Context: an optimization exercise on an open-source flow, tuned for small area, a short achievable clock period and few clock cycles. The choices shown serve that exercise and are no tape-out recipe.
Function was checked by simulation only, so behaviour that the tests miss may differ from the original.
Power and IR drop assume default switching activity.

## mmult
module mmult#(parameter MATRIX_SIZE = 3,
              parameter INPUT_UNIT_LEN = 8,
              parameter OUTPUT_UNIT_LEN = INPUT_UNIT_LEN*2+1)
             (input clk,
              input reset_n,
              input enable,
              input [0:9*INPUT_UNIT_LEN-1] A_mat,
              input [0:9*INPUT_UNIT_LEN-1] B_mat,
              output valid,
              output wire [0:9*OUTPUT_UNIT_LEN-1] C_mat);
Size in the first run: ~4700 cells after synthesis, ~280 flip-flops, roughly 300 I/O pins.
Settings: LEC_CHECK=0, CAP_MARGIN=30, CORE_MARGIN=2, CORE_UTILIZATION=40, SETUP_SLACK_MARGIN=3.5, SLEW_MARGIN=45, SYNTH_HIERARCHICAL=1; clock period 8.0 ns.
run.sh (not shown) runs the stock make flow with config.mk's settings and CLKGATE_MAP_FILE= SYNTH_SCRIPT=/design/flow/synth_recipe.tcl, a recipe that flattens the netlist after the stock synthesis.
Testbench counts at the start, summed over its fixed seeds: cycles 320.
Change:
==> flow/flow/run.sh (new file) <==
#!/bin/bash
# The standard layout (the standard.sh, synthesis unchanged), except that
# the port buffers are a stronger buffer than the one buffer_ports picks on
# its own: every input and output port still gets exactly one buffer.
set -euo pipefail
export BUFFER_PORTS_ARGS="-buffer_cell sky130_fd_sc_hd__buf_4"
bash standard.sh finish > standard.log 2>&1
==> flow/standard.sh (new file) <==
#!/bin/bash
# synth_recipe.tcl (not shown) runs the flow's synth.tcl, then flattens the netlist and writes it again
# the make line also repeats each setting of config.mk as NAME=value (left out here)
make -C /OpenROAD-flow-scripts/flow DESIGN_CONFIG=/design/flow/config.mk WORK_HOME=/design/flow/orfs CLKGATE_MAP_FILE= SYNTH_SCRIPT=/design/flow/synth_recipe.tcl "${@:-finish}"
--- a/flow/config.mk
+++ b/flow/config.mk
@@ -10,0 +11 @@
+export CTS_BUF_LIST = sky130_fd_sc_hd__clkbuf_4 sky130_fd_sc_hd__clkbuf_8
@@ -13,0 +15 @@
+export TNS_END_PERCENT = 5
removed: flow/run.sh
Outcome: The changed run completed with no timing, DRC or antenna violations; count of clock-buffer cells in the layout went up by 29; non-clock buffer count shrinks by 158; global-route usage came out lower by 1.9 points; synthesized cell count stays the same; worst setup slack got worse by 0.097 ns; via count decreases by 3.3%.

---

mmult, a different RTL version from the one above (not shown whole).
Size: roughly 4600 cells after synthesis, roughly 280 flip-flops, about 300 I/O pins, about 48000 um^2 of cells after synthesis.
clock: 8.0 ns
lec_check: 0
cap_margin: 30
core_margin: 2
core_utilization: 40
setup_slack_margin: 3.5
slew_margin: 45
synth_hierarchical: 1
tns_end_percent: 1
standard.sh (not shown) runs the stock make flow with config.mk's settings and CLKGATE_MAP_FILE= SYNTH_SCRIPT=/design/flow/synth_recipe.tcl, a recipe that flattens the netlist after the stock synthesis.
==> flow/flow/run.sh <==
#!/bin/bash
# The standard layout (the standard.sh, synthesis unchanged), except for
# the port buffers: every input and output port still gets exactly one
# buffer, but a buf_4 instead of the weak buffer buffer_ports picks on its
# own, and after global placement each port buffer is moved from beside its
# pin to the logic it serves (move_port_buffers.tcl); detailed placement
# then legalizes it.  make's output goes to standard.log; each step's log
# stays in orfs/logs.
set -euo pipefail
export BUFFER_PORTS_ARGS="-buffer_cell sky130_fd_sc_hd__buf_4"
export POST_GLOBAL_PLACE_TCL="$PWD/flow/move_port_buffers.tcl"
bash standard.sh finish > standard.log 2>&1
==> flow/flow/move_port_buffers.tcl <==
# Move each port buffer from beside its pin to the logic it serves: an
# input port's buffer to the middle of the cells it drives, an output
# port's buffer next to the cell that drives it.  The port itself drives,
# or is driven by, the longer wire to the pin instead of a small logic
# cell.  Detailed placement legalizes the moved buffers afterwards.
set block [ord::get_db_block]
set moved 0
foreach bterm [$block getBTerms] {
  set net [$bterm getNet]
  if { $net == "NULL" } { continue }
  if { [$net getSigType] != "SIGNAL" } { continue }
  set iterms [$net getITerms]
  if { [llength $iterms] != 1 } { continue }
  set buf [[lindex $iterms 0] getInst]
  set master [[$buf getMaster] getName]
  if { ![string match "sky130_fd_sc_hd__buf_*" $master] } { continue }
  # the buffer's other net
  set other "NULL"
  foreach it [$buf getITerms] {
    set n [$it getNet]
    if { $n == "NULL" || $n == $net } { continue }
    if { [$n getSigType] != "SIGNAL" } { continue }
    set other $n
  }
  if { $other == "NULL" } { continue }
  set xs 0; set ys 0; set cnt 0
  foreach it [$other getITerms] {
    set i [$it getInst]
    if { $i == $buf } { continue }
    set loc [$i getLocation]
    incr xs [lindex $loc 0]; incr ys [lindex $loc 1]; incr cnt
  }
  if { $cnt == 0 } { continue }
  $buf setLocation [expr {$xs / $cnt}] [expr {$ys / $cnt}]
  $buf setPlacementStatus PLACED
  incr moved
}
puts "move_port_buffers: moved $moved port buffers"
Testbench counts at the start, summed over its fixed seeds: cycles 320.
==> next run, changes <==
CORE_UTILIZATION = 60   (was 40)
CTS_BUF_LIST = sky130_fd_sc_hd__clkbuf_8   (was default)
SETUP_SLACK_MARGIN = 3.3   (was 3.5)
TNS_END_PERCENT = 5   (was 1)
Routed wire length decreases by 7.6%.
Core utilization increases by 21 points.
Final area shrinks by about 3%.
Via count drops by 0.57%.
Setup slack got worse by 92 ps.
Count of clock-buffer cells in the layout climbs by 23.
Die area went down by 33%.
Area after synthesis does not change.
Power is lower by 5.3%.
Maximum frequency came out lower by about 2%.
Sequential cell count stays the same.
==> next run, changes <==
==> flow/flow/run.sh (replaced) <==
#!/bin/bash
# The standard layout (the standard.sh, synthesis unchanged), except that
# the port buffers are a stronger buffer than the one buffer_ports picks on
# its own: every input and output port still gets exactly one buffer.
set -euo pipefail
export BUFFER_PORTS_ARGS="-buffer_cell sky130_fd_sc_hd__buf_4"
bash standard.sh finish > standard.log 2>&1
CORE_UTILIZATION = 40   (was 60)
CTS_BUF_LIST = default   (was sky130_fd_sc_hd__clkbuf_8)
removed: flow/flow/move_port_buffers.tcl
After rerunning: Final area went up by 1.6%. Clock power grows by 13%. Worst setup slack got worse by 100 ps. Hold slack is better by 91 ps. First-iteration DRC count fell by 16%. Synthesized area is unchanged. Die area increases by 49%. Via count came out lower by 2.5%. Routed wire length falls by 1.6%. Power came out higher by 5.3%. Cell count grows by 8.3%.
==> next run, changes <==
==> flow/flow/run.sh (replaced) <==
#!/bin/bash
# The standard layout (the standard.sh, synthesis unchanged), except for
# the port buffers: every input and output port still gets exactly one
# buffer, but a buf_4 instead of the weak buffer buffer_ports picks on its
# own, and after global placement each port buffer is moved from beside its
# pin to the logic it serves (move_port_buffers.tcl); detailed placement
# then legalizes it.  make's output goes to standard.log; each step's log
# stays in orfs/logs.
set -euo pipefail
export BUFFER_PORTS_ARGS="-buffer_cell sky130_fd_sc_hd__buf_4"
export POST_GLOBAL_PLACE_TCL="$PWD/flow/move_port_buffers.tcl"
bash standard.sh finish > standard.log 2>&1
==> flow/flow/move_port_buffers.tcl (new file) <==
# Move each port buffer from beside its pin to the logic it serves: an
# input port's buffer to the middle of the cells it drives, an output
# port's buffer next to the cell that drives it.  The port itself drives,
# or is driven by, the longer wire to the pin instead of a small logic
# cell.  Detailed placement legalizes the moved buffers afterwards.
set block [ord::get_db_block]
set moved 0
foreach bterm [$block getBTerms] {
  set net [$bterm getNet]
  if { $net == "NULL" } { continue }
  if { [$net getSigType] != "SIGNAL" } { continue }
  set iterms [$net getITerms]
  if { [llength $iterms] != 1 } { continue }
  set buf [[lindex $iterms 0] getInst]
  set master [[$buf getMaster] getName]
  if { ![string match "sky130_fd_sc_hd__buf_*" $master] } { continue }
  # the buffer's other net
  set other "NULL"
  foreach it [$buf getITerms] {
    set n [$it getNet]
    if { $n == "NULL" || $n == $net } { continue }
    if { [$n getSigType] != "SIGNAL" } { continue }
    set other $n
  }
  if { $other == "NULL" } { continue }
  set xs 0; set ys 0; set cnt 0
  foreach it [$other getITerms] {
    set i [$it getInst]
    if { $i == $buf } { continue }
    set loc [$i getLocation]
    incr xs [lindex $loc 0]; incr ys [lindex $loc 1]; incr cnt
  }
  if { $cnt == 0 } { continue }
  $buf setLocation [expr {$xs / $cnt}] [expr {$ys / $cnt}]
  $buf setPlacementStatus PLACED
  incr moved
}
puts "move_port_buffers: moved $moved port buffers"
CORE_UTILIZATION = 60   (was 40)
After rerunning:
- The new run ran to the end with no violations
- wire length grows by 1.6%
- die area fell by 33%
- synthesized cell count is unchanged
- synthesized area stays the same
- non-clock buffer count decreases by 5

-- separate check: timing with driven ports --
Ports are ideal in the flow. The routed layouts listed here were re-timed in OpenROAD. Step 1: set_driving_cell puts a clkbuf_16 on clk and a buf_2 on each other input, an assumption about the parent block. Step 2, shift: input delay + t, output delay - t, t = (earliest + latest rising clock arrival at the registers) / 2. This alone moves slack from input paths to output paths. Slacks: ideal ports / drivers / drivers and shift; pairs: ideal ports / drivers.
run | shift t [ns] | setup slack, ns | worst data-port slew with drivers (ns)
the first run of note 1 | 0.702 | 3.170 / 3.092 / 2.821 | 0.13
the second run of note 1 | 0.819 | 3.073 / 3.000 / 2.829 | 0.17
the first run of note 2 | 0.692 | 3.442 / 3.289 / 2.597 | 0.27
the second run of note 2 | 0.780 | 3.350 / 3.280 / 2.572 | 0.25
the third run of note 2 | 0.692 | 3.247 / 3.172 / 2.682 | 0.14
the fourth run of note 2 | 0.653 | 3.390 / 3.246 / 2.593 | 0.25
After both steps every run listed still meets setup and hold. The setup slack of the first run of note 2, which loses most, moves by -0.153 ns with the drivers and by -0.845 ns with both steps.
